From an optimization exercise on the open Yosys and OpenROAD flow, aimed at small area and a short achievable clock period; shortcuts taken in it are not production practice.
Only simulation tests tie the RTL to the original design; equivalence was not proved.
Power figures rest on the tool's default switching activity, not on a simulated workload.

## flow/design.v (module list and top-level ports; edited modules follow where they fit)
// module mux2_1: 11 lines
// module mux4_1: 8 lines
// module mux32_1: 19 lines
// module mux8to1: 11 lines
// module D_FF: 9 lines
// module singleReg: 10 lines
// module enDecoder3_8: 13 lines
// module regfile: 86 lines
// module fa1Bit: 10 lines
// module Adder: 12 lines
// module checkZero: 39 lines
// module outputB: 15 lines
// module outputAdd: 19 lines
// module outputSub: 24 lines
// module outputAnd: 15 lines
// module outputOr: 15 lines
// module outputXor: 15 lines
// module alu: 48 lines
// module ALU_ctrl: 26 lines
// module Control: 106 lines
// module Sign_Extender: 67 lines
// module Conditonal_Branch_Check: 40 lines
// module Hazard_Detection_Unit: 54 lines
// module Forwarding_Unit: 82 lines
// module IF_Stage: 35 lines
// module IF_ID_reg: 26 lines
// module ID_Stage: 200 lines
// module ID_EX_reg: 129 lines
// module EX_Stage: 135 lines
// module EX_MEM_reg: 71 lines
// module MEM_Stage: 29 lines
// module MEM_WB_reg: 50 lines
// module WB_Stage: 38 lines
// module armCPU_Pipelined: 222 lines
module armCPU_Pipelined (clk, rst, imem_addr, imem_rdata, dmem_addr, dmem_wdata, dmem_we, dmem_re, dmem_rdata);
  // ...
==> flow/run.sh <==
#!/bin/bash
# synth_recipe.tcl (not shown) runs the flow's synth.tcl, then flattens the netlist and writes it again
# the make line also repeats each setting of config.mk as NAME=value (left out here)
make -C /OpenROAD-flow-scripts/flow DESIGN_CONFIG=/design/flow/config.mk WORK_HOME=/design/flow/orfs CLKGATE_MAP_FILE= SYNTH_SCRIPT=/design/flow/synth_recipe.tcl finish
==> flow/config.mk <==
export PLATFORM = sky130hd
export DESIGN_NAME = armCPU_Pipelined
export DESIGN_NICKNAME = armCPU_Pipelined
export VERILOG_FILES = /design/flow/design.v
export SDC_FILE = /design/flow/constraint.sdc
export NUM_CORES = 8
export LEC_CHECK = 0
export CAP_MARGIN = 30
export CORE_MARGIN = 2
export CORE_UTILIZATION = 40
export SETUP_SLACK_MARGIN = 0.5
export SLEW_MARGIN = 40
==> flow/constraint.sdc <==
create_clock -name core_clock -period 30.0 [get_ports {clk}]
set_input_delay 6.0000 -clock core_clock [delete_from_list [all_inputs] [get_ports {clk}]]
set_output_delay 6.0000 -clock core_clock [all_outputs]
set_load 0.01 [all_outputs]
==> results.ini, run 1 <==
[run_status]
outcome = no timing/DRC/antenna violations

[drt]
totalWireLength_mm = 702
drc = 0
post_drt_wl_per_cell_microns = 35.0

[sta]
holdWs_ps = 460
final_max_slew_viol_count = 0

[yosys]
ys_seq_area_share_pct = 38.3
ys_types = 102
synth.top_cells.by_count = 2714 x dfxtp_1, 2582 x nor2_1, 2147 x a211oi_1
synth_compound_area_share_pct = 19.2

[global_route]
grt_max_degree = 193
first_global_vias = 118000

[pwr]
pwr-share-seq_pct = 42.1
p_seq_mw = 3.70

[critical_path]
critPathRequiredTime_ps = 30830
path_depth = 94

[clock_network]
clockBufferDepth = 4
clock_sinks = 2714
post-cts-setup-buffers = 0
root_buffer = clkbuf_16
cts_resized = 2
clock_latency_ps = 960

[final_layout]
buffers_excl_clock = 836
seqAreaFraction_pct = 33.9
drive_above_1_share_pct = 14.4
fin_util_pct = 45.5
seq_cell_count = 2714
multi_input_area_share_pct = 50.3
instances_no_fill = 20000

[hold_path]
hold_class = reg2reg

[die]
die_x_microns = 600
start_util_pct = 40.2

[placed_design]
dp_cells = 19400

==> module armCPU_Pipelined, before the edit <==
module armCPU_Pipelined (clk, rst, imem_addr, imem_rdata, dmem_addr, dmem_wdata, dmem_we, dmem_re, dmem_rdata);
	input logic clk, rst;
	output logic [63:0]	imem_addr;
	input  logic [31:0]	imem_rdata;
	output logic [63:0]	dmem_addr;
	output logic [63:0]	dmem_wdata;
	output logic 			dmem_we;
	output logic 			dmem_re;
	input  logic [63:0]	dmem_rdata;
	logic 		 			if_pc_src;
	logic [63:0]			pc_br;
	logic [63:0]			IF_ID_pc; 
	logic						pc_write;
	logic 					if_flush;
	logic [31:0] 			instruction_if; 		 
	logic [31:0] 			instruction_id; 		 
	logic 					bubble_ctrl;
	logic						IF_ID_write;			 
	logic						PC_write;
	logic						br_taken;
	logic [63:0] 			read_data_1, read_data_2;
	logic [63:0] 			id_write_data;
	logic [63:0] 			se_data;
	logic [4:0] 			id_write_reg;
	logic						id_reg_wr;	
	logic [4:0]				linked_or_Rd;
	logic [63:0]			pc_out;
	logic [63:0]			pc_id;
	structures::struct_EX 	 			id_EX;  
	structures::struct_MEM 	 			id_MEM; 
	structures::struct_WB	 			id_WB; 	
	logic [63:0]			pc_ex;
	logic [10:0] 			instruction_ALU_ctrl;
	logic [63:0] 			read_data_1_ex, read_data_2_ex;
	logic [63:0]			se_data_ex;
	logic [31:0]			instruction_ex;
	logic [4:0]	 			ex_Rd, ex_Rn, ex_Rm;
	structures::struct_EX 				ex_EX;  						 
	structures::struct_MEM 				ex_MEM; 						 
	structures::struct_WB				ex_WB;  						 
	logic [3:0]				flags;
	logic [63:0] 			ALU_result;
	logic [63:0]			ALU_B;
	logic [3:0]				tempFlags;
	logic [3:0] 			mem_flags;	
	logic	[63:0]			mem_ALU_result;
	logic [4:0]				mem_Rd;
	logic [63:0]			mem_ALU_B;
	structures::struct_MEM 				mem_MEM; 
	structures::struct_WB				mem_WB; 	
	logic	[63:0]			mem_read_data;
	logic	[63:0]			wb_read_data;
	logic	[63:0]			wb_ALU_result;
	logic [4:0]				wb_Rd;
	structures::struct_WB				wb_WB;
	IF_Stage  if_Stage(
					 .pc_src							(br_taken), 
					 .pc_br							(pc_br),
					 .pc_write						(pc_write), 
					 .clk								(clk), 
					 .rst								(rst), 
					 .pc								(IF_ID_pc),
					 .instruction					(instruction_if),
					 .imem_rdata					(imem_rdata)
			); 
	assign imem_addr = IF_ID_pc;
	IF_ID_reg if_id_register (
					 .instruction_in			(instruction_if), 
					 .pc_in						(IF_ID_pc),
					 .IF_ID_write				(IF_ID_write), 
					 .if_flush					(if_flush),
					 .clk							(clk),
					 .rst							(rst),
					 .pc_out						(pc_id),
					 .instruction_out			(instruction_id) 
			); 
	logic 				cbz_or_br;
	logic [63:0]		forward_id_BR_data;
	logic					forward_idB;
	ID_Stage  id_stage (
					.ex_reg_Rm					(ex_Rm),
					.ex_mem_read				(ex_MEM.mem_read),
					.bubble_ctrl				(bubble_ctrl),
					.IF_ID_write				(IF_ID_write),
					.pc_write					(pc_write),
					.clk							(clk), 
					.rst							(rst),
					.instruction_id			(instruction_id), 
					.reg_to_loc					(instruction_id[28]),
					.write_data					(id_write_data),
					.wr_reg_addr				(id_write_reg),
					.reg_write					(id_reg_wr),
					.pc_id						(pc_id),
					.flags						(flags),
					.tempFlags					(tempFlags),
					.ex_setFlags				(ex_EX.setFlags),
					.se_data						(se_data),
					.read_data_1				(read_data_1), 
					.read_data_2				(read_data_2),
					.id_EX						(id_EX), 
					.id_MEM						(id_MEM), 
					.id_WB						(id_WB),
					.linked_or_Rd				(linked_or_Rd),
					.pc_out						(pc_br),
					.br_taken					(br_taken),
					.if_flush					(if_flush),
					.cbz_or_br					(cbz_or_br), 
					.forward_id_BR_data		(forward_id_BR_data),  
					.forward_idB				(forward_idB)			  
			 );
	ID_EX_reg id_ex_reg (
				.read_data_1				(read_data_1), 		
				.read_data_2				(read_data_2), 
				.pc_id						(pc_id), 										 
				.instruction_id			(instruction_id),
				.id_EX						(id_EX), 
				.id_MEM						(id_MEM), 
				.id_WB						(id_WB), 
				.se_data						(se_data),
				.Rm_if_id					(instruction_id[20:16]), 		
				.Rn_if_id					(instruction_id[9:5]), 		
				.linked_or_Rd				(linked_or_Rd), 
				.clk							(clk),
				.rst							(rst),
				.pc_ex						(pc_ex), 							 
				.instruction_ALU_ctrl	(instruction_ALU_ctrl), 				
				.read_data_1_ex			(read_data_1_ex), 
				.read_data_2_ex			(read_data_2_ex),
				.se_data_ex					(se_data_ex),	
				.ex_Rm						(ex_Rm),
				.ex_Rn						(ex_Rn),
				.ex_Rd						(ex_Rd),
				.ex_EX						(ex_EX), 
				.ex_MEM						(ex_MEM), 
				.ex_WB						(ex_WB),
				.instruction_ex			(instruction_ex)
			);
	EX_Stage ex_stage(
				.ex_EX						(ex_EX),
				.ex_MEM						(ex_MEM),
				.ex_WB						(ex_WB),
				.read_data_1_ex			(read_data_1_ex),
				.read_data_2_ex			(read_data_2_ex),
				.se_data_ex					(se_data_ex),
				.instruction_ALU_ctrl	(instruction_ALU_ctrl),
				.clk							(clk),
				.rst							(rst),
				.ex_Rm						(ex_Rm),
				.ex_Rn						(ex_Rn),
				.mem_Rd						(mem_Rd),
				.wb_Rd						(wb_Rd),
				.ex_mem_reg_write			(mem_WB.reg_write),
				.mem_wb_reg_write			(wb_WB.reg_write),
				.id_write_data				(id_write_data),
				.mem_ALU_result			(mem_ALU_result),
				.instruction_ex			(instruction_ex),
				.flags						(flags),
				.tempFlags					(tempFlags),
				.ALU_B						(ALU_B),
				.ALU_result					(ALU_result),
				.cbz_or_br					(cbz_or_br),
				.forward_id_BR_data		(forward_id_BR_data),
				.forward_idB				(forward_idB),
				.id_Rd						(instruction_id[4:0]),
				.ex_Rd						(ex_Rd)
	); 
	EX_MEM_reg ex_mem_reg(
			.ALU_result				(ALU_result),
			.flags					(flags),
			.ex_MEM					(ex_MEM),
			.ex_WB					(ex_WB),
			.ex_Rd					(ex_Rd),
			.ALU_B					(ALU_B),
			.clk						(clk),
			.rst						(rst),
			.mem_MEM					(mem_MEM),
			.mem_WB					(mem_WB),
			.mem_flags				(mem_flags),
			.mem_ALU_result		(mem_ALU_result),
			.mem_ALU_B				(mem_ALU_B),
			.mem_Rd					(mem_Rd)
		);
	MEM_Stage mem_stage(
			.mem_MEM					(mem_MEM),
			.mem_WB					(mem_WB),
			.mem_flags				(mem_flags),
			.mem_ALU_result		(mem_ALU_result),
			.mem_ALU_B				(mem_ALU_B),
			.mem_Rd					(mem_Rd),
			.clk						(clk),
			.rst						(rst),
			.mem_read_data			(mem_read_data),
			.dmem_addr				(dmem_addr),
			.dmem_we					(dmem_we),
			.dmem_re					(dmem_re),
			.dmem_wdata				(dmem_wdata),
			.dmem_rdata				(dmem_rdata)
	);
	MEM_WB_reg mem_wb_register(
			.mem_read_data			(mem_read_data),
			.mem_ALU_result		(mem_ALU_result),
			.mem_WB					(mem_WB),
			.mem_Rd					(mem_Rd),
			.clk						(clk),
			.rst						(rst),
			.wb_read_data			(wb_read_data),
			.wb_ALU_result			(wb_ALU_result),
			.wb_Rd					(wb_Rd),					 
			.wb_WB					(wb_WB)
	);
	WB_Stage write_back_stage(
			.wb_read_data			(wb_read_data),
			.wb_ALU_result			(wb_ALU_result),
			.wb_Rd					(wb_Rd),
			.wb_WB					(wb_WB),
			.clk						(clk),
			.rst						(rst),			
			.id_write_data			(id_write_data),			 
			.id_write_reg			(id_write_reg),			
			.id_reg_write			(id_reg_wr)
		);
endmodule
==> run 2: changes to the inputs <==
==> flow/design.v (replaced) <==
`timescale 1ps/1ps
module armCPU_Pipelined (clk, rst, imem_addr, imem_rdata, dmem_addr, dmem_wdata, dmem_we, dmem_re, dmem_rdata);
	input  logic        clk, rst;
	output logic [63:0] imem_addr;
	input  logic [31:0] imem_rdata;
	output logic [63:0] dmem_addr;
	output logic [63:0] dmem_wdata;
	output logic        dmem_we;
	output logic        dmem_re;
	input  logic [63:0] dmem_rdata;
	logic [63:0] pc;
	logic [31:0] id_ins;
	logic        id_valid;           
	logic [30:0] id_s1, id_s2;       
	logic [63:0] id_pc;              
	logic        br_d1, br_d2;
	logic [63:0] ex_a;               
	logic [63:0] ex_b;               
	logic [11:0] ex_imm;             
	logic [4:0]  ex_rd, ex_rm;
	logic        ex_a_reg, ex_a_wb, ex_a_mem, ex_bl;
	logic        ex_b_reg, ex_b_wb, ex_b_mem;
	logic        ex_imm_sel;
	logic        ex_rw, ex_m2r, ex_mr, ex_mw, ex_sf, ex_sub;
	logic        fl_lt;
	logic [63:0] mem_res, mem_sd;
	logic [4:0]  mem_rd;
	logic        mem_rw, mem_m2r, mem_mr, mem_mw, mem_z;
	logic [63:0] wb_data;
	logic [4:0]  wb_rd;
	logic        wb_rw;
	logic [30:0][63:0] X;
	logic        rst_q;
	wire [10:0] op = id_ins[31:21];
	wire [4:0]  f_rd = id_ins[4:0];
	wire [4:0]  f_rn = id_ins[9:5];
	wire [4:0]  f_rm = id_ins[20:16];
	wire d_addi = (op[10:1] == 10'b1001000100);
	wire d_adds = (op == 11'b10101011000);
	wire d_subs = (op == 11'b11101011000);
	wire d_b    = (op[10:5] == 6'b000101);
	wire d_bl   = (op[10:5] == 6'b100101);
	wire d_br   = (op == 11'b11010110000);
	wire d_cbz  = (op[10:3] == 8'b10110100);
	wire d_blt  = (op[10:3] == 8'b01010100);
	wire d_ldur = (op == 11'b11111000010);
	wire d_stur = (op == 11'b11111000000);
	wire lu_hit = ex_mr & ((ex_rm == f_rn) | (ex_rm == f_rd));
	wire bubble = ~br_d1 & (br_d2 | lu_hit);
	wire kill   = bubble | ~id_valid;      
	wire ifid_we = ~br_d1 & (br_d2 | ~lu_hit);
	wire pc_we   = ~br_d1 & (br_d2 | ~lu_hit);
	wire flush   = br_d1;
	wire rd_ok = (f_rd != 5'd31);
	wire c_rw  = ~kill & rd_ok & (d_addi | d_adds | d_subs | d_bl | d_ldur);
	wire c_mr  = ~kill & d_ldur;
	wire c_mw  = ~kill & d_stur;
	wire c_sf  = ~kill & (d_adds | d_subs);
	wire [4:0] ra2 = id_ins[28] ? f_rd : f_rm;
	wire byp1 = wb_rw & (wb_rd == f_rn);
	wire byp2 = wb_rw & (wb_rd == ra2);
	wire [30:0] s1 = id_s1 & {31{~byp1}};
	wire [30:0] s2 = id_s2 & {31{~byp2 & ~d_bl}};
	logic [63:0] rd1, rd2;
	always_comb begin
		rd1 = wb_data & {64{byp1}};
		rd2 = (wb_data & {64{byp2 & ~d_bl}}) | (id_pc & {64{d_bl}});
		for (int r = 0; r < 31; r++) begin
			rd1 = rd1 | (X[r] & {64{s1[r]}});
			rd2 = rd2 | (X[r] & {64{s2[r]}});
		end
	end
	wire [4:0] nra1 = ifid_we ? imem_rdata[9:5] : f_rn;
	wire [4:0] nra2 = ifid_we ? (imem_rdata[28] ? imem_rdata[4:0] : imem_rdata[20:16]) : ra2;
	logic [30:0] ns1, ns2;
	always_comb
		for (int r = 0; r < 31; r++) begin
			ns1[r] = (nra1 == r);
			ns2[r] = (nra2 == r);
		end
	wire [63:0] opa = ({64{ex_a_reg}} & ex_a) | ({64{ex_a_wb}} & wb_data) | ({64{ex_a_mem}} & mem_res)
	                | {61'd0, ex_bl, 2'd0};
	wire [63:0] fwdb = ({64{ex_b_reg}} & ex_b) | ({64{ex_b_wb}} & wb_data) | ({64{ex_b_mem}} & mem_res);
	wire [63:0] opb = ex_imm_sel ? {{52{ex_imm[11]}}, ex_imm} : fwdb;
	wire [63:0] bb  = opb ^ {64{ex_sub}};
	logic [63:0] sum, sum_lo;
	logic        c62, c63, cq, cout, n_t, z_t, v_t, lt_t;
	always_comb begin
		sum_lo = {1'b0, opa[62:0]} + {1'b0, bb[62:0]} + {63'b0, ex_sub};
		c63 = sum_lo[63];
		c62 = sum_lo[62] ^ opa[62] ^ bb[62];
		cq = (ex_sub | ex_bl) ? c63 : c62;
		sum = {opa[63] ^ bb[63] ^ cq, sum_lo[62:0]};
		cout = (opa[63] & bb[63]) | (cq & (opa[63] ^ bb[63]));
		n_t = sum[63];
		v_t = c63 ^ cout;
	end
	logic [63:0] zk;
	always_comb begin
		zk[0] = ex_sub;
		for (int i = 1; i < 63; i++) zk[i] = opa[i-1] | bb[i-1];
		zk[63] = (ex_sub | ex_bl) ? (opa[62] | bb[62]) : (opa[61] | bb[61]);
	end
	assign z_t = &(~(opa ^ bb ^ zk));
	assign lt_t = ~z_t & (n_t ^ v_t);
	wire m_wb  = wb_rw & (wb_rd == f_rd);
	wire m_mem = mem_rw & (mem_rd == f_rd);
	wire m_ex  = ex_rw & (ex_rd == f_rd);
	wire s_mem = ~m_wb & m_mem;
	wire s_ex  = ~m_wb & ~m_mem & m_ex;
	wire s_rd2 = ~s_mem & ~s_ex;
	wire rt_zero = s_mem ? mem_z : (s_ex ? z_t : ~|rd2);
	wire blt_ok  = ex_sf ? lt_t : fl_lt;
	wire cond    = (d_cbz & rt_zero) | (d_blt & blt_ok);
	wire br_taken = ~kill & (d_b | d_bl | d_br | cond);
	wire [25:0] off  = (id_ins[30] | id_ins[29]) ? {{7{id_ins[23]}}, id_ins[23:5]} : id_ins[25:0];
	wire [63:0] target = id_pc + {{36{off[25]}}, off, 2'b00};
	wire [63:0] pc4 = pc + 64'd4;
	wire pc_go   = ~rst & pc_we;
	wire go      = pc_go & ~kill;
	wire p_hold  = ~rst & ~pc_we;
	wire p_sum   = go & d_br & s_ex;
	wire p_mem   = go & d_br & s_mem;
	wire p_rd2   = go & d_br & s_rd2;
	wire p_tgt   = go & (d_b | d_bl | cond);
	wire p_pc4   = pc_go & ~(~kill & (d_b | d_bl | d_br | cond));
	wire [63:0] pc_next = ({64{p_sum}} & sum) | ({64{p_mem}} & mem_res) | ({64{p_rd2}} & rd2)
	                    | ({64{p_tgt}} & target) | ({64{p_pc4}} & pc4) | ({64{p_hold}} & pc);
	wire [4:0] rm_f = d_stur ? f_rd : f_rm;
	wire na_wb  = mem_rw & (mem_rd == f_rn);
	wire na_mem = ex_rw & (ex_rd == f_rn);
	wire nb_wb  = mem_rw & (mem_rd == f_rm);
	wire nb_mem = ex_rw & (ex_rd == rm_f);
	always_ff @(posedge clk) begin
		pc <= pc_next;
		if (ifid_we) begin
			id_ins <= imem_rdata;
			id_pc  <= pc;
		end
		if (rst | flush)  id_valid <= 1'b0;
		else if (ifid_we) id_valid <= 1'b1;
		rst_q <= rst;
		id_s1 <= ns1;
		id_s2 <= ns2;
		if (rst) begin
			br_d1 <= 1'b0;
			br_d2 <= 1'b0;
		end else begin
			br_d1 <= br_taken;
			br_d2 <= br_d1;
		end
		ex_a     <= rd1;
		ex_b     <= rd2;
		ex_bl    <= d_bl;
		ex_imm   <= id_ins[30] ? {{3{id_ins[20]}}, id_ins[20:12]} : id_ins[21:10];
		ex_rd    <= d_bl ? 5'd30 : f_rd;
		ex_rm    <= f_rm;
		ex_a_wb  <= ~d_bl & na_wb;
		ex_a_mem <= ~d_bl & ~na_wb & na_mem;
		ex_a_reg <= ~d_bl & ~na_wb & ~na_mem;
		ex_b_wb  <= ~d_bl & nb_wb;
		ex_b_mem <= ~d_bl & ~nb_wb & nb_mem;
		ex_b_reg <= d_bl | (~nb_wb & ~nb_mem);
		ex_m2r   <= d_ldur;
		ex_sub   <= d_subs;
		ex_imm_sel <= d_addi | d_ldur | d_stur;
		if (rst) begin
			ex_rw <= 1'b0;
			ex_mr <= 1'b0;
			ex_mw <= 1'b0;
			ex_sf <= 1'b0;
		end else begin
			ex_rw <= c_rw;
			ex_mr <= c_mr;
			ex_mw <= c_mw;
			ex_sf <= c_sf;
		end
		if (rst)        fl_lt <= 1'b0;
		else if (ex_sf) fl_lt <= lt_t;
		mem_res <= sum;
		mem_sd  <= fwdb;
		mem_rd  <= ex_rd;
		mem_m2r <= ex_m2r;
		mem_z   <= z_t;
		if (rst) begin
			mem_rw <= 1'b0;
			mem_mr <= 1'b0;
			mem_mw <= 1'b0;
		end else begin
			mem_rw <= ex_rw;
			mem_mr <= ex_mr;
			mem_mw <= ex_mw;
		end
		wb_data <= rst ? 64'd0 : (mem_m2r ? dmem_rdata : mem_res);
		wb_rd   <= mem_rd;
		wb_rw   <= mem_rw;
	end
	wire [63:0] wr_data = wb_data;
	genvar r;
	generate
		for (r = 0; r < 31; r++) begin : rf
			wire wen = rst_q | (wb_rw & (wb_rd == r));
			always_ff @(posedge clk)
				if (wen) X[r] <= wr_data;
		end
	endgenerate
	assign imem_addr  = pc;
	assign dmem_addr  = mem_res;
	assign dmem_wdata = mem_sd;
	assign dmem_we    = mem_mw;
	assign dmem_re    = mem_mr;
endmodule
==> flow/flow/run.sh (new file) <==
#!/bin/bash
# Layout flow: the standard ORFS flow (standard.sh, synthesis unchanged) with
#  - input/output port buffers of sky130_fd_sc_hd__buf_4,
#  - timing repair aiming at a setup slack of 22.7 ns instead of 0.5 ns (the clock
#    period and the constraints are unchanged),
#  - clock-tree sink clusters of up to 25 sinks within 80 um,
#  - one site of padding around cells in placement, for easier detailed routing.
# make's output goes to flow.log; ORFS keeps each step's log under orfs/logs/.
set -uo pipefail
bash standard.sh \
  SETUP_SLACK_MARGIN=22.7 \
  "BUFFER_PORTS_ARGS=-buffer_cell sky130_fd_sc_hd__buf_4" \
  CTS_CLUSTER_SIZE=25 CTS_CLUSTER_DIAMETER=80 \
  CELL_PAD_IN_SITES_GLOBAL_PLACEMENT=1 CELL_PAD_IN_SITES_DETAIL_PLACEMENT=1 \
  finish > flow.log 2>&1
==> flow/standard.sh (new file) <==
#!/bin/bash
# synth_recipe.tcl (not shown) runs the flow's synth.tcl, then flattens the netlist and writes it again
# the make line also repeats each setting of config.mk as NAME=value (left out here)
make -C /OpenROAD-flow-scripts/flow DESIGN_CONFIG=/design/flow/config.mk WORK_HOME=/design/flow/orfs CLKGATE_MAP_FILE= SYNTH_SCRIPT=/design/flow/synth_recipe.tcl "${@:-finish}"
removed: flow/run.sh
==> run 2 against run 1 <==
Net effect:
- still clean
- area after synthesis down 19%
- final cell count fell by 34%
- setup slack better by 21000 ps
- utilization rose by 1.1 points
- synthesized cell count down 44%
- global-route usage up 8.5 points
- worst hold slack got worse by 130 ps
- sequential share of layout area increased by 21 points
- via count shrank 20%
- fmax grew to 3.9 times the previous value
- register-to-register slack gained 22000 ps
- highest routed layer unchanged
==> results.ini, run 2 <==
[run_status]
outcome = no timing/DRC/antenna violations

[yosys]
synth_seq_cells = 2582
ys_types = 87  ; -15%
syn_avg_cell_area_sq_um = 12.9
syn_area_sq_um = 115000
syn_inst = 8884
synthArstFlopShare_pct = 0
synth_edf_count = 2080
synth.top_cells.by_count = 2080 x edfxtp_1, 1098 x a22oi_1, 502 x dfxtp_1
synth_area_leaders = edfxtp_1 54%, dfxtp_1 8.7%, a22oi_1 7.2%, a221oi_1 2.9%, a22o_1 2.8%
ys_seq_area_share_pct = 63.1  ; +25 points
synth_top_area_share_pct = 54.4
synth_ff_type = edfxtp_1
synth_most_common_cell = edfxtp_1
ys_warn_count = 1
yosys.area.top_type = edfxtp_1

[hold_path]
hold_class = reg2reg
min_path_cells = 0
min_to = mem_m2r
min_from = ex_m2r

[pwr]
ir_drop_uv = 46.8
total_power_mw = 10.7
power.share.clock_pct = 23.8
swShare_pct = 36.8
leakagePower_nw = 48.5
p_per_area_nw_per_um2 = 80.2
share_comb_of_total_power_pct = 25.9
p_int_mw = 6.75
pwr-share-seq_pct = 50.3  ; +8.2 points
netSwitchingPower_mw = 3.93

[sta]
relSlewSlack_pct = 31.1
fmax_mhz = 134
finalCriticalPeriod_ps = 7490
setup_violations = 0
min_period_over_period_pct = 25.0
rsz0062_at_grt = yes
finClkSkew_ps = 96.2
holdWs_ps = 328  ; -132 ps
fin_tns_setup_ps = 0
fin_ws_ps = 22510
final_max_slew_viol_count = 0  ; unchanged
hold_viol = 0
worstMarginPinSlew_ps = 1030

[clock_network]
clk_pin_slew_ps = 90
clock_sinks = 2582  ; -4.9%
h-tree-depth = 4
clockBufferDepth = 4  ; unchanged
root_buffer = clkbuf_16
cts_tree = built
clock_latency_ps = 930  ; -30 ps
cts_made_buffers = 160

[drt]
drc = 0  ; unchanged
vias_per_cell = 7.87
drtPass1Iterations = 13
post_drt_wl_per_cell_microns = 53.5  ; +53%
drt_iter0_markers = 23500
num_vias = 104000
detail-route-antenna-nets = 0
totalWireLength_mm = 707  ; +0.78%

[critical_path]
worstSetupStartpointType = flop
critPathRequiredTime_ps = 24000  ; -6830 ps
critPathKind = reg2out
path_max_fanout = 2
critPathCaptureType = output port
r2r-start = wb_data[1]
rrSetupSlack_ps = 22650
crit_arrival_ps = 1490
reg2reg_depth = 34
timing.rr.end = pc[53]

[global_route]
grt_first_pass_wirelength_mm = 910
first_global_vias = 95400  ; -19%
grt_max_degree = 65  ; -66%
globalRouteTotalUtil_pct = 46.4
overflow = 0
grt_antenna_before_repair = 92

[die]
rows = 196
io_pins = 292
die_x_microns = 540  ; -10%
core_area_sq_um = 285000
die_y_microns = 540
dieArea_sq_um = 291000
start_util_pct = 40.2  ; about the same

[flow_run]
max-cap-violations = 0

[final_layout]
largest_reg_flops = 1984
area_growth_pct = 15.9
final_cell_mix = 2080 x edfxtp_1, 1094 x a22oi_1, 563 x buf_4
final_common_cell = edfxtp_1
drive_above_1_share_pct = 17.9  ; +3.5 points
layout.nets = 9530

[placed_design]
dp_hpwl_mm = 434
port_buffers = 291
preCtsSetupSlack_ps = 20330
gp_congestion = 0.973

-- run 2: changes by cell type in the layout (fill, tap and decap cells not counted), sizes merged, moves of 262 or more --
cell	previous run	this run
a22o	13	363
a22oi	49	1098
mux4	721	0
nor2	2584	349
mux2i	565	134
nand2	1551	438
dfxtp	2714	502
a221oi	26	378
a211oi	2150	55
edfxtp	0	2080
buf	546	869
clkdlybuf4s50	289	0
a21oi	607	345
-- run 2: cell type report --
class | count | area, sq um
clock inverters | 89 | 1110
repair inverters | 1 | 8.76
repair buffers | 879 | 8550
clock buffers | 188 | 4250
diodes | 104 | 260
flip-flops and latches | 2582 | 73300
fillers | 28600 | 152000
well taps | 3762 | 4710
multi-input cells | 5436 | 40200
inverters | 181 | 693
-- run 2: worst max-delay path, stage by stage (launching register included) --
cell,delay (ps)
dfxtp_2,320
buf_6,130
buf_6,120
-- run 2: worst max-delay path by stage --
stage,slack [ps],from,cells past startpoint,endpoint
2_1_floorplan,22010,rst,10,pc[58]
3_3_place_gp,19880,wb_data[4],30,pc[27]
4_1_cts,22490,mem_res[29],2,dmem_addr[29]
5_1_grt,22470,wb_data[0],33,pc[53]
3_5_place_dp,20330,ex_b_wb,31,pc[27]
6_report,22510,mem_res[29],2,dmem_addr[29]
-- run 2: kinds of logic (layout without fill, tap and decap cells) --
group	after synthesis	after routing	share of synthesized area, %
multiplexers	174	174	1.57
other	0	104	0
adder cells (fa/ha/maj)	191	191	2.10
flip-flops	2582	2582	63.1
AO/OA/AOI/OAI	2996	2996	20.1
XOR/XNOR	359	359	2.74
AND/OR/NAND/NOR	1716	1716	7.49
buffers and inverters	866	1338	2.93
-- run 2: layer usage --
metal	wire (microns)	global-route usage, %	part of all wire (%)
met5	715	0.690	0.10
met4	64600	32.6	9.1
met2	282000	64.2	40
met1	244000	58.3	34
met3	116000	19.1	16
-- run 2: timing repair --
item | CTS | global route
gates resized for setup | 612 | 95
setup endpoints to repair | 260 | 249
buffers inserted | 154 | 44
pin swaps | 14 | 51
cloned | 7 | 12
hold buffers | 0 | 0
-- run 2: metrics by stage --
step	std cells	cell area, sq um	utilization [%]
after floorplan	8884	115000	-
after global placement	12600	123000	43.0
after detailed placement	12600	123000	43.2
after CTS	13100	132000	46.1
after global routing	13100	133000	46.6
final	13200	133000	46.6
-- run 2: power by group through the flow --
stage,registers [mW],logic (mW),clock network [mW]
after floorplan,5.25,0.952,0
after global placement,5.41,2.27,0
after detailed placement,5.42,2.30,0
after CTS,5.32,2.57,2.52
after global routing,5.41,2.77,2.63
final,5.37,2.76,2.55
==> run 3: changes to the inputs <==
--- a/flow/flow/run.sh
+++ b/flow/flow/run.sh
@@ -6,3 +6,5 @@
 #  - clock-tree sink clusters of up to 25 sinks within 80 um,
-#  - one site of padding around cells in placement, for easier detailed routing.
+#  - one site of padding around cells in placement, for easier detailed routing,
+#  - 55% core utilization, synthesis buffers removed before placement, and
+#    15% slew and capacitance margins for repair.
 # make's output goes to flow.log; ORFS keeps each step's log under orfs/logs/.
@@ -14,2 +16,3 @@
   CELL_PAD_IN_SITES_GLOBAL_PLACEMENT=1 CELL_PAD_IN_SITES_DETAIL_PLACEMENT=1 \
+  CORE_UTILIZATION=55 REMOVE_ABC_BUFFERS=1 SLEW_MARGIN=15 CAP_MARGIN=15 \
   finish > flow.log 2>&1
==> run 3 against run 2 <==
Net effect:
- still clean
- sequential cell count is the same
- worst hold slack gained 2.1 ps
- global-route usage grew 13 points
- wire length shrank 7.3%
- synthesized cell count is the same
- register-to-register slack lost 190 ps
- clock skew shrank 29 ps
- setup slack lost 52 ps
- clock power shrank about 10%
==> results.ini, run 3 <==
[clock_network]
clk_pin_slew_ps = 100  ; about the same
cts_made_buffers = 140  ; -13%
clock_sinks = 2582  ; unchanged
clockBufferDepth = 3  ; -1
root_buffer = clkbuf_16
cts_tree = built
cts_hold_buf = 0  ; unchanged
clock_latency_ps = 900  ; -30 ps
h-tree-depth = 4  ; unchanged

[run_status]
outcome = no timing/DRC/antenna violations

[critical_path]
path_common_cell = buf_6
reg2reg_depth = 34  ; unchanged
cp.buffers_inverters = 9  ; +7
path_max_fanout = 16  ; +14
max_stage_delay_ps = 550  ; +230 ps
worstSetupStartpointType = flop
timing.rr.end = pc[12]
rrSetupSlack_ps = 22460  ; -190 ps
cp-startpoint = ex_a_wb
crit_arrival_ps = 8320  ; +6830 ps
critPathKind = reg2reg
critPathRequiredTime_ps = 30780  ; +6780 ps
cp_top_family = compound AO/OA/AOI/OAI gates
cp_slowest_cell = fa_2
r2r-start = ex_a_wb
critPathCaptureType = flop

[die]
die_y_microns = 461  ; -15%
die_x_microns = 461  ; -15%
rows = 167  ; -15%
start_util_pct = 55.4  ; +15 points
core_area_sq_um = 207000  ; -27%
io_pins = 292  ; unchanged
dieArea_sq_um = 213000  ; -27%

[yosys]
syn_area_sq_um = 115000  ; unchanged
synth_edf_count = 2080  ; unchanged
ys_types = 87  ; unchanged
synth_area_leaders = edfxtp_1 54%, dfxtp_1 8.7%, a22oi_1 7.2%, a221oi_1 2.9%, a22o_1 2.8%
syn_avg_cell_area_sq_um = 12.9  ; unchanged
synth_top_area_share_pct = 54.4  ; unchanged
synth.top_cells.by_count = 2080 x edfxtp_1, 1098 x a22oi_1, 502 x dfxtp_1
ys_warn_count = 1  ; unchanged
synth_fa_ha_area_share_pct = 2.10  ; unchanged
syn_inst = 8884  ; unchanged
synth_most_common_cell = edfxtp_1
synth_compound_area_share_pct = 20.1  ; unchanged
synth_seq_cells = 2582  ; unchanged
synthArstFlopShare_pct = 0  ; unchanged
yosys.area_share.simple_pct = 7.49  ; unchanged
synth_top_family_by_area = compound AO/OA/AOI/OAI gates
synth_mux_area_share_pct = 1.57  ; unchanged
ys_seq_area_share_pct = 63.1  ; unchanged
synth_ff_type = edfxtp_1
synth-xor-area-share_pct = 2.74  ; unchanged
yosys.area.top_type = edfxtp_1

[global_route]
globalRouteTotalUtil_pct = 59.4  ; +13 points
overflow = 0  ; unchanged
grt_first_pass_wirelength_mm = 854  ; -6.2%
first_global_vias = 98500  ; +3.3%
grt_antenna_before_repair = 93  ; +1.1%
grt_max_degree = 77  ; +18%

[final_layout]
drive_above_1_share_pct = 16.9  ; -1.0 points
final_common_cell = edfxtp_1
area_growth_pct = 13.8
layout.nets = 9469  ; -0.64%
stdcell_area_sq_um = 131000  ; -1.8%
instances_no_fill = 12200  ; -7.4%
fin_util_pct = 63.0  ; +16 points
final_cell_mix = 2080 x edfxtp_1, 1090 x a22oi_1, 580 x buf_4
largest_reg_flops = 1984  ; unchanged

[sta]
fin_ws_ps = 22460  ; -51.6 ps
setup_violations = 0  ; unchanged
fin_tns_setup_ps = 0  ; unchanged
rsz0062_at_grt = yes
finClkSkew_ps = 66.9  ; -29.3 ps
holdWs_ps = 330  ; +2.08 ps
final_max_slew_viol_count = 0  ; unchanged
hold_viol = 0  ; unchanged
min_period_over_period_pct = 25.1  ; +0.17 points
finalCriticalPeriod_ps = 7540  ; +51.6 ps
relSlewSlack_pct = 3.43  ; -28 points
fmax_mhz = 133  ; -0.69%
worstMarginPinSlew_ps = 1450  ; +423 ps

[drt]
drc = 0  ; unchanged
detail-route-antenna-nets = 0  ; unchanged
totalWireLength_mm = 656  ; -7.3%
num_vias = 109000  ; +4.8%
drtPass1Iterations = 13  ; unchanged
drt_iter0_markers = 27100  ; +16%
vias_per_cell = 8.91  ; +13%
post_drt_wl_per_cell_microns = 53.5  ; about the same

[hold_path]
hold_class = reg2reg
min_to = mem_m2r
min_from = ex_m2r
min_path_cells = 0  ; unchanged

[pwr]
total_power_mw = 10.4  ; -2.8%
p_per_area_nw_per_um2 = 79.5  ; -0.93%
leakagePower_nw = 47.9  ; -1.3%
ir_drop_uv = 89.2  ; +91%

[placed_design]
port_buffers = 291  ; unchanged
dp_hpwl_mm = 385  ; -11%
preCtsSetupSlack_ps = 20020  ; -312 ps
gp_congestion = 1.02  ; +4.8%
dp_cells = 11600  ; -8.2%
placed_area_sq_um = 121000  ; -1.8%

[flow_run]
max-cap-violations = 0  ; unchanged

## run 3: cell counts after synthesis
Identical to the previous run, type by type.
## run 3: logic make-up after synthesis
group	count (synthesis)
AO/OA/AOI/OAI	2996
AND/OR/NAND/NOR	1716
flip-flops	2582
multiplexers	174
buffers and inverters	866
adder cells (fa/ha/maj)	191
XOR/XNOR	359
## run 3: per-layer routing
| layer | vias up | GRT usage [%] | part of all wire (%) | wire, microns |
|---|---|---|---|---|
| li1 | 36800 | - | - | - |
| met1 | 52400 | 69.5 | 30 | 200000 |
| met2 | 14900 | 77.3 | 38 | 248000 |
| met3 | 4931 | 34.3 | 20 | 130000 |
| met4 | 54 | 49.1 | 12 | 76300 |
| met5 | - | 6.27 | 0.26 | 1720 |
## run 3: repair_timing
item                                   CTS  global route
setup endpoints to repair              242           251
endpoints found under the hold margin    0             0
buffers inserted                       173            36
cloned                                  15            10
pin swaps                               28            69
resized for setup                      587           141
## run 3: area by class of cell
type	count	area, sq um
tap	2788	3490
sequential	2582	73300
fill	19600	76600
inverter	181	683
antenna	172	430
timing repair buffer	838	7990
multi-input combinational	5437	40200
clock inverter	59	836
clock buffer	186	3770
## run 3: how the worst max path moves through the flow
stage,endpoint,slack [ps],cells past startpoint
2_1_floorplan,pc[58],17270,10
3_3_place_gp,pc[48],20110,32
3_5_place_dp,pc[48],20020,32
4_1_cts,imem_addr[5],22600,1
5_1_grt,pc[53],22360,32
6_report,pc[12],22460,34
## run 3: power breakdown
group          switching [mW]  leakage [nW]  total, mW  internal [mW]
Sequential              0.564          25.6       5.36           4.79
Clock                    1.32          2.22       2.29          0.978
Combinational            1.93          20.0       2.74          0.812
## run 3: worst register-to-register path, delay by kind of cell (launching register included)
family	cells	cell delay [ps]
buffers and inverters	9	1500
adder cells (fa/ha/maj)	2	960
flip-flops	1	380
XOR/XNOR	3	600
AO/OA/AOI/OAI	15	3200
multiplexers	1	200
AND/OR/NAND/NOR	4	610
==> run 4: changes to the inputs <==
==> flow/flow/run.sh (replaced) <==
#!/bin/bash
# Layout flow: the standard ORFS flow (standard.sh, synthesis unchanged) with
#  - input/output port buffers of sky130_fd_sc_hd__buf_4,
#  - timing repair aiming at a setup slack of 22.8 ns instead of 0.5 ns (the clock
#    period and the constraints are unchanged),
#  - clock-tree sink clusters of up to 25 sinks within 80 um,
#  - one site of padding around cells in placement, for easier detailed routing,
#  - synthesis buffers removed before placement, and 15% slew and capacitance
#    margins for repair.
# make's output goes to flow.log; ORFS keeps each step's log under orfs/logs/.
set -uo pipefail
bash standard.sh \
  SETUP_SLACK_MARGIN=22.8 \
  "BUFFER_PORTS_ARGS=-buffer_cell sky130_fd_sc_hd__buf_4" \
  CTS_CLUSTER_SIZE=25 CTS_CLUSTER_DIAMETER=80 \
  CELL_PAD_IN_SITES_GLOBAL_PLACEMENT=1 CELL_PAD_IN_SITES_DETAIL_PLACEMENT=1 \
  REMOVE_ABC_BUFFERS=1 SLEW_MARGIN=15 CAP_MARGIN=15 \
  finish > flow.log 2>&1
==> run 4 against run 3 <==
Net effect:
- die area increased by 37%
- clock power is 4% higher
- clock skew grew 7.1 ps
- still clean on timing, DRC and antenna
- combinational power about the same
- setup slack better by 78 ps
- fmax up 1.0%
- area after synthesis is the same
- highest routed layer unchanged
- non-clock buffer count grew 7
- utilization fell by 17 points
==> results.ini, run 4 <==
[pwr]
power.share.clock_pct = 22.9  ; +0.8 points
netSwitchingPower_mw = 3.83  ; +0.70%
p_int_mw = 6.64  ; +0.89%
share_comb_of_total_power_pct = 26.1  ; -0.3 points
p_per_area_nw_per_um2 = 79.1  ; -0.51%
pwr-share-seq_pct = 51.1  ; -0.4 points
swShare_pct = 36.6  ; -0.043 points
ir_drop_uv = 47.6  ; -47%
leakagePower_nw = 48.2  ; +0.62%

[yosys]
syn_inst = 8884  ; unchanged
synthArstFlopShare_pct = 0  ; unchanged
syn_avg_cell_area_sq_um = 12.9  ; unchanged
synth_ff_type = edfxtp_1
synth_most_common_cell = edfxtp_1
synth_top_area_share_pct = 54.4  ; unchanged
synth.top_cells.by_count = 2080 x edfxtp_1, 1098 x a22oi_1, 502 x dfxtp_1
ys_warn_count = 1  ; unchanged
syn_area_sq_um = 115000  ; unchanged
synth_edf_count = 2080  ; unchanged
ys_seq_area_share_pct = 63.1  ; unchanged
synth_area_leaders = edfxtp_1 54%, dfxtp_1 8.7%, a22oi_1 7.2%, a221oi_1 2.9%, a22o_1 2.8%
synth_seq_cells = 2582  ; unchanged
ys_types = 87  ; unchanged
yosys.area.top_type = edfxtp_1

[critical_path]
path_max_fanout = 21  ; +5
critPathCaptureType = flop
timing.rr.end = pc[57]
crit_arrival_ps = 8260  ; -60 ps
critPathRequiredTime_ps = 30800  ; +20 ps
r2r-start = id_s2[11]
rrSetupSlack_ps = 22540  ; +80 ps
critPathKind = reg2reg
reg2reg_depth = 16  ; -53%
worstSetupStartpointType = flop

[clock_network]
clockBufferDepth = 4  ; +1
clock_latency_ps = 950  ; +50 ps
cts_made_buffers = 151  ; +7.9%
cts_tree = built
clk_pin_slew_ps = 100  ; about the same
root_buffer = clkbuf_16
clock_sinks = 2582  ; unchanged
h-tree-depth = 4  ; unchanged

[placed_design]
gp_congestion = 0.991  ; -2.8%
port_buffers = 291  ; unchanged
placed_area_sq_um = 123000  ; +1.3%
dp_hpwl_mm = 412  ; +7.0%
preCtsSetupSlack_ps = 18580  ; -1440 ps

[drt]
wl_met1_mm = 238  ; +19%
met2_length_mm = 282  ; +14%
num_vias = 104000  ; -4.8%
detail-route-antenna-nets = 0  ; unchanged
post_drt_wl_per_cell_microns = 53.2  ; -0.72%
dr.max_layer_used = met5
met3_length_mm = 114  ; -13%
drt_iter0_markers = 22900  ; -16%
drtPass1Iterations = 19  ; +6
drc = 0  ; unchanged
totalWireLength_mm = 700  ; +6.8%
vias_per_cell = 7.89  ; -11%

[final_layout]
final_common_cell = edfxtp_1
largest_reg_flops = 1984  ; unchanged
area_growth_pct = 15.3
drive_above_1_share_pct = 17.4  ; +0.45 points
final_cell_mix = 2080 x edfxtp_1, 1093 x a22oi_1, 559 x buf_4
layout.nets = 9493  ; +0.25%
stdcell_area_sq_um = 132000  ; +1.3%

[sta]
finClkSkew_ps = 74.0  ; +7.08 ps
finalCriticalPeriod_ps = 7460  ; -78.2 ps
fin_ws_ps = 22540  ; +78.2 ps
holdWs_ps = 341  ; +10.9 ps
fin_tns_setup_ps = 0  ; unchanged
fmax_mhz = 134  ; +1.0%
min_period_over_period_pct = 24.9  ; -0.26 points
worstMarginPinSlew_ps = 1440  ; -12.2 ps
relSlewSlack_pct = 3.51  ; +0.080 points
final_max_slew_viol_count = 0  ; unchanged
rsz0062_at_grt = yes
hold_viol = 0  ; unchanged
setup_violations = 0  ; unchanged

[global_route]
grt_first_pass_wirelength_mm = 905  ; +6.1%
overflow = 0  ; unchanged
globalRouteTotalUtil_pct = 45.9  ; -13 points
first_global_vias = 96000  ; -2.5%
grt_max_degree = 124  ; +61%
grt_antenna_before_repair = 73  ; -22%

[run_status]
outcome = no timing/DRC/antenna violations

[die]
die_y_microns = 540  ; +17%
start_util_pct = 40.2  ; -15 points
die_x_microns = 540  ; +17%
io_pins = 292  ; unchanged
core_area_sq_um = 285000  ; +38%
dieArea_sq_um = 291000  ; +37%
rows = 196  ; +17%

[hold_path]
min_path_cells = 0  ; unchanged
min_to = mem_m2r
hold_class = reg2reg
min_from = ex_m2r

[flow_run]
max-cap-violations = 0  ; unchanged

-- run 4: cell counts after synthesis --
Identical to the previous run, type by type.
-- run 4: stage by stage --
step / std cells / power (mW) / utilization (%)
2_1_floorplan: 8199 / 6.18 / -
3_3_place_gp: 12600 / 7.61 / 42.9
3_5_place_dp: 12600 / 7.64 / 42.9
4_1_cts: 13000 / 10.2 / 46.0
5_1_grt: 13100 / 10.6 / 46.3
6_report: 13200 / 10.5 / 46.4
-- run 4: kinds of logic after synthesis --
| group | after synthesis | share of synthesized area, % |
|---|---|---|
| buf+inv | 866 | 2.93 |
| mux | 174 | 1.57 |
| xor+xnor | 359 | 2.74 |
| fa+ha+maj | 191 | 2.10 |
| simple gates | 1716 | 7.49 |
| flops | 2582 | 63.1 |
| compound gates | 2996 | 20.1 |
-- run 4: cell type report --
| class | instances | area [sq um] |
|---|---|---|
| fillers | 28700 | 153000 |
| flip-flops and latches | 2582 | 73300 |
| multi-input cells | 5443 | 40300 |
| repair buffers | 845 | 8330 |
| well taps | 3762 | 4710 |
| clock buffers | 197 | 4010 |
| clock inverters | 60 | 748 |
| inverters | 181 | 708 |
| diodes | 95 | 238 |
-- run 4: power by group through the flow --
stage / Sequential, mW / Combinational [mW] / Clock, mW
finish: 5.35 / 2.73 / 2.39
global route: 5.39 / 2.74 / 2.48
CTS: 5.30 / 2.53 / 2.37
detailed placement: 5.39 / 2.24 / 0
global placement: 5.38 / 2.24 / 0
floorplan: 5.26 / 0.919 / 0
-- run 4: worst max-delay path by stage --
| stage | from | end | slack, ps | depth (start not counted) |
|---|---|---|---|---|
| detailed placement | ex_b_wb | pc[47] | 18580 | 30 |
| finish | id_s2[11] | pc[57] | 22540 | 16 |
| CTS | mem_res[61] | dmem_addr[61] | 22540 | 1 |
| global route | mem_res[61] | dmem_addr[61] | 22550 | 1 |
| floorplan | id_ins[7] | pc[58] | 17270 | 10 |
| global placement | ex_b_wb | pc[54] | 18620 | 30 |
-- run 4: what timing repair did --
item / 4_1_cts / 5_1_grt
resized for setup: 682 / 103
buffers inserted: 183 / 30
setup endpoints to repair: 261 / 258
hold buffers: 0 / 0
gates cloned: 21 / 8
pin swaps: 37 / 45
-- run 4: routing by layer --
| metal | global-route usage [%] | vias up |
|---|---|---|
| met4 | 34.1 | 28 |
| met3 | 17.0 | 3089 |
| met1 | 57.6 | 52300 |
| met5 | 0 | - |
| met2 | 64.6 | 11700 |
| li1 | - | 36800 |
-- run 4: critical path, cell delays in order, from the launching register on --
cell and delay [ps]:
dfxtp_4 550, buf_4 440, buf_4 420, a221oi_1 370, nand3_1 120, or4_1 890
mux2i_1 780, o21ai_0 640, o21ai_0 930, o2111ai_1 650, nor4_2 650, o21ai_4 150
buf_6 160, buf_12 150, buf_6 130, a21oi_2 100, o211ai_1 80
==> run 5: changes to the inputs <==
--- a/flow/flow/run.sh
+++ b/flow/flow/run.sh
@@ -3,3 +3,3 @@
 #  - input/output port buffers of sky130_fd_sc_hd__buf_4,
-#  - timing repair aiming at a setup slack of 22.8 ns instead of 0.5 ns (the clock
+#  - timing repair aiming at a setup slack of 23.0 ns instead of 0.5 ns (the clock
 #    period and the constraints are unchanged),
@@ -12,3 +12,3 @@
 bash standard.sh \
-  SETUP_SLACK_MARGIN=22.8 \
+  SETUP_SLACK_MARGIN=23.0 \
   "BUFFER_PORTS_ARGS=-buffer_cell sky130_fd_sc_hd__buf_4" \
==> run 5 against run 4 <==
Net effect:
- final cell count increased by 0.32%
- combinational power increased by 3%
- setup slack improved by 32 ps
- largest power group unchanged
- still clean
- critical path type is now reg2out
- design area increased by 1.1%
- count of clock-buffer cells in the layout unchanged
- via count increased by 0.54%
- highest routed layer unchanged
- sequential cell count unchanged
==> results.ini, run 5 <==
[final_layout]
layout.nets = 9551  ; +0.61%
final_cell_mix = 2080 x edfxtp_1, 1090 x a22oi_1, 584 x buf_4
nFillCells = 28600  ; -0.44%
stdcell_area_sq_um = 134000  ; +1.1%
area_growth_pct = 16.6
drive_above_1_share_pct = 19.2  ; +1.8 points
largest_reg_flops = 1984  ; unchanged
final_common_cell = edfxtp_1

[yosys]
ys_seq_area_share_pct = 63.1  ; unchanged
yosys.area.top_type = edfxtp_1
syn_avg_cell_area_sq_um = 12.9  ; unchanged
synth_fa_ha_area_share_pct = 2.10  ; unchanged
synthArstFlopShare_pct = 0  ; unchanged
synth_ff_type = edfxtp_1
ys_types = 87  ; unchanged
synth_seq_cells = 2582  ; unchanged
syn_area_sq_um = 115000  ; unchanged
synth-xor-area-share_pct = 2.74  ; unchanged
yosys.area_share.simple_pct = 7.49  ; unchanged
synth_edf_count = 2080  ; unchanged
synth_compound_area_share_pct = 20.1  ; unchanged
synth_top_area_share_pct = 54.4  ; unchanged
ys_warn_count = 1  ; unchanged
synth.top_cells.by_count = 2080 x edfxtp_1, 1098 x a22oi_1, 502 x dfxtp_1
synth_top_family_by_area = compound AO/OA/AOI/OAI gates
synth_area_leaders = edfxtp_1 54%, dfxtp_1 8.7%, a22oi_1 7.2%, a221oi_1 2.9%, a22o_1 2.8%
synth_mux_area_share_pct = 1.57  ; unchanged
synth_most_common_cell = edfxtp_1
syn_inst = 8884  ; unchanged

[die]
start_util_pct = 40.2  ; unchanged
die_y_microns = 540  ; unchanged
io_pins = 292  ; unchanged
rows = 196  ; unchanged
dieArea_sq_um = 291000  ; unchanged
core_area_sq_um = 285000  ; unchanged
die_x_microns = 540  ; unchanged

[critical_path]
max_stage_delay_ps = 410  ; -520 ps
cp_slowest_cell = dfxtp_4
critPathKind = reg2out
path_cells = buf_6
crit_arrival_ps = 1430  ; -6830 ps
cp_top_family = flip-flops
critPathRequiredTime_ps = 24000  ; -6800 ps
worstSetupStartpointType = flop
cp.buffers_inverters = 1  ; -4
path_max_fanout = 2  ; -90%
critPathCaptureType = output port

[run_status]
outcome = no timing/DRC/antenna violations

[sta]
final_max_slew_viol_count = 0  ; unchanged
finalCriticalPeriod_ps = 7430  ; -31.5 ps
fmax_mhz = 135  ; +0.42%
relSlewSlack_pct = 4.76  ; +1.2 points
setup_violations = 0  ; unchanged
fin_ws_ps = 22570  ; +31.5 ps
hold_viol = 0  ; unchanged
worstMarginPinSlew_ps = 1420  ; -19.4 ps
rsz0062_at_grt = yes
min_period_over_period_pct = 24.8  ; -0.11 points
finClkSkew_ps = 68.0  ; -5.99 ps
fin_tns_setup_ps = 0  ; unchanged

[pwr]
p_per_area_nw_per_um2 = 78.7  ; -0.47%
total_power_mw = 10.5  ; +0.67%
leakagePower_nw = 49.0  ; +1.6%
ir_drop_uv = 47.4  ; -0.42%

[placed_design]
port_buffers = 291  ; unchanged
placed_area_sq_um = 123000  ; unchanged
preCtsSetupSlack_ps = 18580  ; unchanged
gp_congestion = 0.991  ; unchanged
dp_hpwl_mm = 412  ; unchanged

[drt]
drc = 0  ; unchanged
num_vias = 104000  ; +0.54%
wl_met1_mm = 239  ; +0.34%
dr.max_layer_used = met5
drtPass1Iterations = 13  ; -6
vias_per_cell = 7.91  ; +0.22%
totalWireLength_mm = 706  ; +0.82%
detail-route-antenna-nets = 0  ; unchanged
met3_length_mm = 114  ; -0.16%
drt_iter0_markers = 22600  ; -1.2%
post_drt_wl_per_cell_microns = 53.4  ; +0.50%
met2_length_mm = 285  ; +0.72%

[clock_network]
cts_tree = built
clockBufferDepth = 4  ; unchanged
clock_latency_ps = 930  ; -20 ps
h-tree-depth = 4  ; unchanged
root_buffer = clkbuf_16
clk_pin_slew_ps = 100  ; about the same
cts_made_buffers = 151  ; unchanged
clock_sinks = 2582  ; unchanged
cts_hold_buf = 0  ; unchanged

[hold_path]
hold_class = reg2reg

[global_route]
grt_antenna_before_repair = 65  ; -11%
grt_first_pass_wirelength_mm = 914  ; +0.98%
overflow = 0  ; unchanged
grt_max_degree = 124  ; unchanged
first_global_vias = 96600  ; +0.64%
globalRouteTotalUtil_pct = 46.5  ; +0.51 points

[flow_run]
max-cap-violations = 0  ; unchanged

run 5: power breakdown:
| group | switching [mW] | leakage (nW) | internal, mW |
|---|---|---|---|
| sequential | 0.560 | 25.7 | 4.79 |
| clock | 1.35 | 2.31 | 1.04 |
| combinational | 1.96 | 21.0 | 0.844 |
run 5: logic make-up after synthesis:
family,Yosys count
AO/OA/AOI/OAI,2996
XOR/XNOR,359
adder cells (fa/ha/maj),191
buffers and inverters,866
flip-flops,2582
multiplexers,174
AND/OR/NAND/NOR,1716
run 5: path summary, 6_finish.rpt:
check        depth (start not counted)  slack [ps]             to   startpoint
max reg2reg                         14       22650         pc[15]    id_s2[11]
min reg2reg                          0         340        mem_m2r       ex_m2r
min                                  0         340        mem_m2r       ex_m2r
max                                  1       22570  dmem_addr[61]  mem_res[61]
run 5: timing repair:
item	CTS	global route
endpoints found under the setup margin	264	258
resized for setup	861	126
pin swaps	89	59
buffers inserted	222	36
cloned	34	6
run 5: layout make-up:
| class | count | area [sq um] | area share [%] |
|---|---|---|---|
| Antenna cell | 79 | 198 | 0.148 |
| Clock buffer | 197 | 4010 | 3.00 |
| Clock inverter | 60 | 748 | 0.559 |
| Inverter | 181 | 708 | 0.529 |
| Multi-Input combinational cell | 5443 | 41000 | 30.6 |
| Sequential cell | 2582 | 73300 | 54.7 |
| Tap cell | 3762 | 4710 | 3.51 |
| Timing Repair Buffer | 903 | 9220 | 6.88 |
run 5: per-stage QoR:
stage	std cells	util, %	hold slack (ps)
2_1_floorplan	8199	-	310
3_3_place_gp	12600	42.9	324
3_5_place_dp	12600	42.9	313
4_1_cts	13100	46.5	336
5_1_grt	13100	46.9	348
6_report	13200	46.9	341
run 5: routing by layer:
| layer | GRT usage, % | vias up |
|---|---|---|
| met4 | 35.1 | 26 |
| met1 | 57.6 | 52600 |
| li1 | - | 36900 |
| met3 | 17.3 | 3199 |
| met5 | 0.378 | - |
| met2 | 65.5 | 11800 |

==> afterwards: timing with drivers on the ports <==
Ports are ideal in the flow. The routed layouts listed here were re-timed in OpenROAD. Step 1 (the two cells are an assumption about what drives the block):
set clk [get_ports {clk}]
set_driving_cell -lib_cell sky130_fd_sc_hd__clkbuf_16 $clk
set_driving_cell -lib_cell sky130_fd_sc_hd__buf_2 [delete_from_list [all_inputs] $clk]
Step 2 moves the port delays by t, midway between the first and last clock arrival at a register: inputs arrive t later, outputs are due t later. That takes back most of the time a late clock gives input paths. Slacks: ideal ports / drivers / drivers and shift; pairs: ideal ports / drivers.
run	t (ns)	slack for setup (ns)	worst setup path after step 2	latest minus earliest clock arrival (ns)	pins driven straight from the clock port
run 1	1.059	1.109 / 1.109 / 1.109	register to register	0.069 / 0.069	1
run 2	0.985	22.513 / 22.412 / 21.605	input to register	0.098 / 0.099	1
run 3	0.974	22.461 / 22.461 / 21.589	input to register	0.067 / 0.067	1
run 4	1.020	22.539 / 22.440 / 21.658	input to register	0.074 / 0.075	1
run 5	1.009	22.571 / 22.458 / 21.657	input to register	0.069 / 0.070	1
After both steps setup and hold are still met in every run listed. The setup slack of run 5, which loses most, moves by -0.113 ns with the drivers and by -0.914 ns with both steps.
